This design comes from an exercise in tuning for small area, a short achievable clock period and few clock cycles on the open sky130 flow, not from production work.
The RTL was checked by simulation tests, not by an equivalence proof against the original design.
Power and IR drop assume default switching activity.

<file path="flow/run.sh">
#!/bin/bash
# synth_recipe.tcl (not shown) runs the flow's synth.tcl, then flattens the netlist and writes it again
# the make line also repeats each setting of config.mk as NAME=value (left out here)
make -C /OpenROAD-flow-scripts/flow DESIGN_CONFIG=/design/flow/config.mk WORK_HOME=/design/flow/orfs CLKGATE_MAP_FILE= SYNTH_SCRIPT=/design/flow/synth_recipe.tcl finish
</file>
<file path="flow/config.mk">
export PLATFORM = sky130hd
export DESIGN_NAME = JAM
export DESIGN_NICKNAME = JAM
export VERILOG_FILES = /design/flow/design.v
export SDC_FILE = /design/flow/constraint.sdc
export NUM_CORES = 4
export LEC_CHECK = 0
export CAP_MARGIN = 20
export CORE_MARGIN = 2
export CORE_UTILIZATION = 40
export PLACE_DENSITY = 0.6
export SLEW_MARGIN = 20
</file>
<file path="flow/constraint.sdc">
create_clock -name core_clock -period 4.5 [get_ports {CLK}]
set_input_delay 0.9000 -clock core_clock [delete_from_list [all_inputs] [get_ports {CLK}]]
set_output_delay 0.9000 -clock core_clock [all_outputs]
set_load 0.01 [all_outputs]
</file>
<file path="flow/design.v">
module JAM (
    input CLK,
    input RST,
    output [2:0] W,
    output [2:0] J,
    input [6:0] Cost,
    output [3:0] MatchCount,
    output [9:0] MinCost,
    output Valid
);
    localparam [2:0] P1 = 3'd0, P2 = 3'd1, GAP = 3'd2, GAP2 = 3'd5, DFS = 3'd3, DONE = 3'd4;
    reg [2:0]  ph;
    reg [5:0]  t;           
    reg [5:0]  tq;          
    reg [6:0]  Creg;
    reg [6:0]  u [0:7];
    reg [6:0]  v [0:7];
    reg [7:0]  tb;          
    reg [63:0] tm;          
    reg [9:0]  lb0;         
    reg [9:0]  lb [1:7];    
    reg [10:0] sg;          
    reg [9:0]  best;
    reg [3:0]  cnt;
    reg [2:0]  js [0:6];    
    reg [6:0]  rds;         
    reg [7:0]  used;
    reg        jv;          
    reg        rd;          
    assign Valid = (ph == DONE);
    assign MinCost = best;
    assign MatchCount = cnt;
    wire [2:0] hi = t[5:3];
    wire [2:0] lo = t[2:0];
    assign W = (ph == P2) ? lo : hi;
    assign J = (ph == P2) ? hi : lo;
    integer i;
    function [2:0] lowest;
        input [7:0] m;
        begin
            casez (m)
                8'b???????1: lowest = 3'd0;
                8'b??????10: lowest = 3'd1;
                8'b?????100: lowest = 3'd2;
                8'b????1000: lowest = 3'd3;
                8'b???10000: lowest = 3'd4;
                8'b??100000: lowest = 3'd5;
                8'b?1000000: lowest = 3'd6;
                default:     lowest = 3'd7;
            endcase
        end
    endfunction
    wire [2:0] qhi = tq[5:3];
    wire [2:0] qlo = tq[2:0];
    wire [6:0] uq  = u[qlo];
    wire [6:0] red = Creg - uq;
    wire [6:0] vq  = v[qhi];
    wire       qfirst = (qlo == 3'd0);
    wire       qlast  = (qlo == 3'd7);
    wire [6:0] umin = (qfirst || Creg < u[qhi]) ? Creg : u[qhi];
    wire       vlt = qfirst || red < vq;
    wire       veq = !qfirst && red == vq;
    wire [6:0] vmin = vlt ? red : vq;
    wire [7:0] qbit = 8'd1 << qlo;
    wire [7:0] tbn = vlt ? qbit : veq ? (tb | qbit) : tb;
    reg        qp;          
    reg        qv;          
    wire [2:0] k = hi;
    wire [2:0] j = lo;
    wire       leaf = (k == 3'd7);
    wire [7:0] jbit = 8'd1 << j;
    wire [7:0] above = 8'hfe << j;
    wire [7:0] Tk  = tm[{k, 3'd0} +: 8];
    wire [2:0] kp1 = k + 3'd1;
    wire [2:0] km1 = k - 3'd1;
    wire [7:0] Tk1 = tm[{kp1, 3'd0} +: 8];
    wire [7:0] Tkm = tm[{km1, 3'd0} +: 8];
    wire [10:0] room = sg + {4'd0, u[k]} + {4'd0, v[j]};
    wire       rneg = room[10];
    wire       rbig = !rneg && (room[9:7] != 3'd0);
    wire       le = rbig || (!rneg && Cost <= room[6:0]);
    wire       eq = !rneg && !rbig && (Cost == room[6:0]);
    wire [10:0] sgd = room - {4'd0, Cost};             
    wire [9:0] s = best - sgd[9:0];                    
    wire       nzk = (sg != 11'd0);
    wire [7:0] m0 = Tk & ~used & above;
    wire [7:0] m1a = ~Tk & ~used & {8{nzk}};
    wire [7:0] m1b = m1a & above;
    wire       st_v = jv && (rd ? (m1b != 8'd0) : (m0 != 8'd0 || m1a != 8'd0));
    wire [2:0] st_j = rd ? lowest(m1b) : (m0 != 8'd0) ? lowest(m0) : lowest(m1a);
    wire       st_r = rd || (m0 == 8'd0);
    wire [7:0] usedn = used | jbit;
    wire [7:0] d0 = Tk1 & ~usedn;
    wire       d0v = (d0 != 8'd0);
    wire [2:0] dn_j = d0v ? lowest(d0) : lowest(~usedn);
    wire       desc = jv && !leaf && le && !(eq && !d0v);
    wire [2:0] jsp = js[km1];
    wire       rdp = rds[km1];
    wire [9:0] lbp = (km1 == 3'd0) ? lb0 : lb[km1];
    wire [10:0] sgp = {1'b0, best} - {1'b0, lbp};
    wire       nzp = (sgp != 11'd0);
    wire [7:0] abp = 8'hfe << jsp;
    wire [7:0] p0 = Tkm & ~used & abp;
    wire [7:0] p1a = ~Tkm & ~used & {8{nzp}};
    wire [7:0] p1b = p1a & abp;
    wire       pp_v = !sgp[10] && (rdp ? (p1b != 8'd0) : (p0 != 8'd0 || p1a != 8'd0));
    wire [2:0] pp_j = rdp ? lowest(p1b) : (p0 != 8'd0) ? lowest(p0) : lowest(p1a);
    wire       pp_r = rdp || (p0 == 8'd0);
    wire       better = jv && leaf && le && !eq;
    always @(posedge CLK or posedge RST) begin
        if (RST) begin
            ph <= P1;
            t <= 6'd0;
            qv <= 1'b0;
        end else begin
            qv <= (ph == P1) || (ph == P2);
            case (ph)
                P1: begin
                    t <= t + 6'd1;
                    if (t == 6'd63) ph <= P2;
                end
                P2: begin
                    t <= t + 6'd1;
                    if (t == 6'd63) ph <= GAP;
                end
                GAP: ph <= GAP2;
                GAP2: begin
                    ph <= DFS;
                    t <= {3'd0, (tm[7:0] != 8'd0) ? lowest(tm[7:0]) : 3'd0};
                end
                DFS: begin
                    if (better) ;                     
                    else if (desc) t <= {kp1, dn_j};
                    else if (st_v) t <= {k, st_j};
                    else if (k == 3'd0) ph <= DONE;
                    else t <= {km1, pp_j};
                end
                default: ;
            endcase
        end
    end
    always @(posedge CLK) begin
        Creg <= Cost;
        tq <= t;
        qp <= (ph != P1);
        if (qv && !qp) begin
            u[qhi] <= umin;
            if (qlast) lb0 <= ((qhi == 3'd0) ? 10'd0 : lb0) + {3'd0, umin};
        end
        if (qv && qp) begin
            v[qhi] <= vmin;
            tb <= tbn;
            if (qlast) begin
                lb0 <= lb0 + {3'd0, vmin};
                for (i = 0; i < 8; i = i + 1) tm[8*i + qhi] <= tbn[i];
            end
        end
        case (ph)
            GAP2: begin
                best <= 10'h3ff;
                sg <= {1'b0, ~lb0};
                cnt <= 4'd0;
                used <= 8'd0;
                jv <= 1'b1;
                rd <= (tm[7:0] == 8'd0);
            end
            DFS: begin
                if (jv && leaf) begin
                    if (le && !eq) begin
                        best <= s;
                        cnt <= 4'd1;
                    end else if (eq) cnt <= cnt + 4'd1;
                end
                if (better) begin
                    jv <= 1'b0;
                end else if (desc) begin
                    lb[kp1] <= s;
                    sg <= sgd;
                    js[k] <= j;
                    rds[k] <= rd;
                    used <= usedn;
                    rd <= !d0v;
                    jv <= 1'b1;
                end else if (st_v) begin
                    rd <= st_r;
                    jv <= 1'b1;
                end else begin
                    used <= used & ~(8'd1 << jsp);
                    sg <= sgp;
                    rd <= pp_r;
                    jv <= pp_v;
                end
            end
            default: ;
        endcase
    end
endmodule
</file>
==> impl_results.md <==
* Status: failed layout checks
* Violated layout checks: setup timing
* RSZ-0062 raised after global routing: true
* GRT Total Usage at 0.266
* Slew at the pin closest to its max-slew limit at 1.08 ns
* CP dominant cell by count: buf_6
* Cell Pwr Density at 243 mW/mm^2
* Initial core utilization at 0.405
* Fillers at 4632
* Final Power at 0.00766 W
* Mapped Avg Cell Area at 10.8 sq um
* Most frequent cells in the layout: buf_4, edfxtp_1, nand2_1
* Min Tclk post-route at 5.36 ns
* Antenna diodes at 0
* Maximum vdd drop at 247 uV
* Crit Path Max Fanout at 7
* Clock Skew at 0.0201 ns
* Register area share after synthesis at 0.447
* Area growth, synth to finish at 37.8%
* EDFF count, synth at 317
* WP data required at 5.01 ns
* Ratio of cells with drive above 1 in the final layout at 0.390
* Asr flop ratio synth at 0.0285
* Critical path data arrival time at 5.87 ns
* Crit-path max cell delay at 0.55 ns
* FF/Latch Area at 0.0103 sq mm
* FP Rows at 87
* Routed WL at 80500 um
* Mapped Cells at 2113
* F_max at 0.186 GHz
* DRC at 0
* Place WS at -1.25 ns
* TritonCTS Sinks at 351
* Die Y at 243 um
* Crit-path leading delay family: adder cells
* I/O Pins at 30
* CTS Root Buffer Type: clkbuf_16
* Clk slew on worst S/H paths at 0.07 ns
* Maxcap violations at 0
* Slew Viols, Final at 0
* Post-synthesis register bit count at 351
* 1st-iter DRT viols at 1889
* Ys Warns at 1
* TritonCTS clock tree: done
* Most common cell after layout, fill and taps aside: buf_4
* Core ar. at 0.0565 sq mm
* Deepest clock path buffer count at 3
* Period utilization at 1.19
* Wire per inst at 23.9 um
* Fin nets at 2702
* LEAKAGE at 11.5 nW
* Hpwl dp at 58800 um
* DR vias at 20100
* Largest net degree at the start of global routing at 44
* Worst-Skew Late Latency at 0.57 ns
* Crit-path cells: buf_12, buf_4, mux4_2, mux2i_4, fa_1, inv_2, ha_4, fa_2, a21o_1, a21oi_2, xnor2_2, ha_4, buf_6, nand3_4, o21bai_4, a211oi_4, o21a_1, and3b_2, buf_6, buf_6, o21ai_2, o211ai_1, or4_4, nand2_4
* Area occupied by multi-input gates at 0.0137 sq mm
* Syn Nets at 2232
* Initial antenna violation count at 1
* Grt ovf at 0
* Count of different cell masters after synthesis at 100
* Final hold viol count at 0
* Final WS setup at -0.863 ns
* WP buf/inv at 6
* # setup viols final at 284
* Routability cong. at 0.953
* Most common flop cell mapped by yosys: edfxtp_1
* DR vias/cell at 5.95
* Type of the worst setup path: register to register
* Synthesized area at 0.0229 sq mm
* Relative slew slack at 0.277
* DRT antenna net count at 0
* Die Wd at 243 um
* Vias in the first global route at 19800
* Die ar. at 0.0592 sq mm
* H-tree depth at 2
* Hold_buf cts at 0
* CTS buffer count at 41
* Crit. End Element: register
* Critical path's slowest cell: or4_4
* Worst setup SP type: register
* Port Buffers at 29
* Global-route wire length before repair at 121000 um
* Worst Hold Class: register to register
* Drt pass-1 iters at 6
-- Yosys cell counts, types with 24 or more instances --
master    instances  area, sq um
a211oi_1         28          210
a21oi_1         127          636
clkbuf_1         78          293
dfxtp_1          24          480
edfxtp_1        317         9520
ha_1             96         1200
inv_1           115          432
mux2_2           29          327
mux2i_1         103         1030
mux4_2           79         1780
nand2_1         170          638
nand2b_1         36          225
nand3_1          32          160
nor2_1          161          604
nor2b_1          36          225
nor3_1           51          255
o21ai_0         146          731
xnor2_1          26          228
-- path summary, 6_finish.rpt --
path,from,end,slack [ns],cells past startpoint
max,t[0],t[3],-0.86,24
min,lb0[8],lb0[8],0.57,1
max reg2reg,t[0],t[3],-0.86,24
min reg2reg,lb0[8],lb0[8],0.57,1
max in group asynchronous,RST,t[3],3.28,2
min in group asynchronous,RST,t[3],0.77,2
-- worst register-to-register path: stages (launching register included) --
cell      delay [ns]
dfrtp_1         0.39
buf_12          0.15
buf_4           0.13
mux4_2          0.35
mux2i_4         0.08
fa_1            0.53
inv_2           0.06
ha_4            0.16
fa_2            0.40
a21o_1          0.21
a21oi_2         0.21
xnor2_2         0.15
ha_4            0.30
buf_6           0.10
nand3_4         0.05
o21bai_4        0.18
a211oi_4        0.36
o21a_1          0.19
and3b_2         0.23
buf_6           0.12
buf_6           0.10
o21ai_2         0.10
o211ai_1        0.11
or4_4           0.55
nand2_4         0.08
-- routing by layer --
| layer | share of wire | up-vias | GRT usage |
|---|---|---|---|
| met5 | 0 | - | 0 |
| met4 | 0.034 | 0 | 0.0891 |
| met3 | 0.070 | 163 | 0.0432 |
| met2 | 0.47 | 842 | 0.431 |
| met1 | 0.42 | 10000 | 0.365 |
| li1 | - | 8998 | - |
-- state kept, by name, indices dropped and copies added (netlist names) --
signal and cells:
lb 70, tm 64, u 56, v 56, js 21, sg 11, best 10, lb0 10
tb 8, used 8, Creg 7, rds 7, t 6, tq 6, cnt 4, ph 3
jv 1, qp 1, qv 1, rd 1
-- stage by stage --
stage / hold WS (ns) / instances / TNS (ns) / util / cell area (sq um)
finish: 0.566 / 3370 / -146.70 / 0.559 / 31600
global route: 0.593 / 3370 / -194.72 / 0.559 / 31600
CTS: 0.564 / 3343 / -126.87 / 0.542 / 30600
detailed placement: 0.552 / 3201 / -169.29 / 0.486 / 27500
global placement: 0.539 / 3201 / -157.99 / 0.486 / 27500
floorplan: 0.396 / 2113 / -122.55 / - / 23600
-- power by group --
part           internal, W  switching [W]
Combinational     0.000344       0.000333
Sequential         0.00357     0.00000462
Clock              0.00203        0.00137
Total              0.00595        0.00171
-- area by class of cell --
class / instances / share of cell area
clock buffers: 51 / 0.0350
clock inverters: 23 / 0.00801
inverters: 119 / 0.0144
multi-input cells: 1522 / 0.434
flip-flops and latches: 351 / 0.325
well taps: 756 / 0.0300
repair buffers: 548 / 0.154
-- cell families after synthesis --
family                   share of synthesized area
multiplexers                                 0.141
AND/OR/NAND/NOR                              0.124
flip-flops                                   0.447
adder cells (fa/ha/maj)                     0.0647
XOR/XNOR                                    0.0138
buffers and inverters                       0.0441
AO/OA/AOI/OAI                                0.164
-- timing repair --
action	CTS	global route
pin swaps	86	115
endpoints found under the setup margin	291	323
resized for setup	231	197
buffers inserted	75	53
gates cloned	3	0
Testbench counts, summed over its fixed seeds: cycles 16,838.

[re-timing with driven ports]
The flow's constraints put no driver on any port. The routed layout listed below was extracted and timed again, unchanged, in two steps.
Step 1 (the two cells are an assumption about what drives the block):
set clk [get_ports {CLK}]
set_driving_cell -lib_cell sky130_fd_sc_hd__clkbuf_16 $clk
set_driving_cell -lib_cell sky130_fd_sc_hd__buf_2 [delete_from_list [all_inputs] $clk]
Step 2 also shifts input and output timing later by t, the mid clock arrival at the registers, as if the neighbouring blocks saw the same clock.
Three values: ideal, step 1, step 2; two values: the first two.
t (ns): 0.618
slack for setup (ns): -0.863 / -0.863 / -0.863
latest minus earliest clock arrival (ns): 0.020 / 0.020
slew at the worst register clock pin (ns): 0.07 / 0.07
worst data-port slew with drivers (ns): 0.03
For this run, drivers alone change the setup slack by 0.000 ns; drivers and shift together by 0.000 ns.
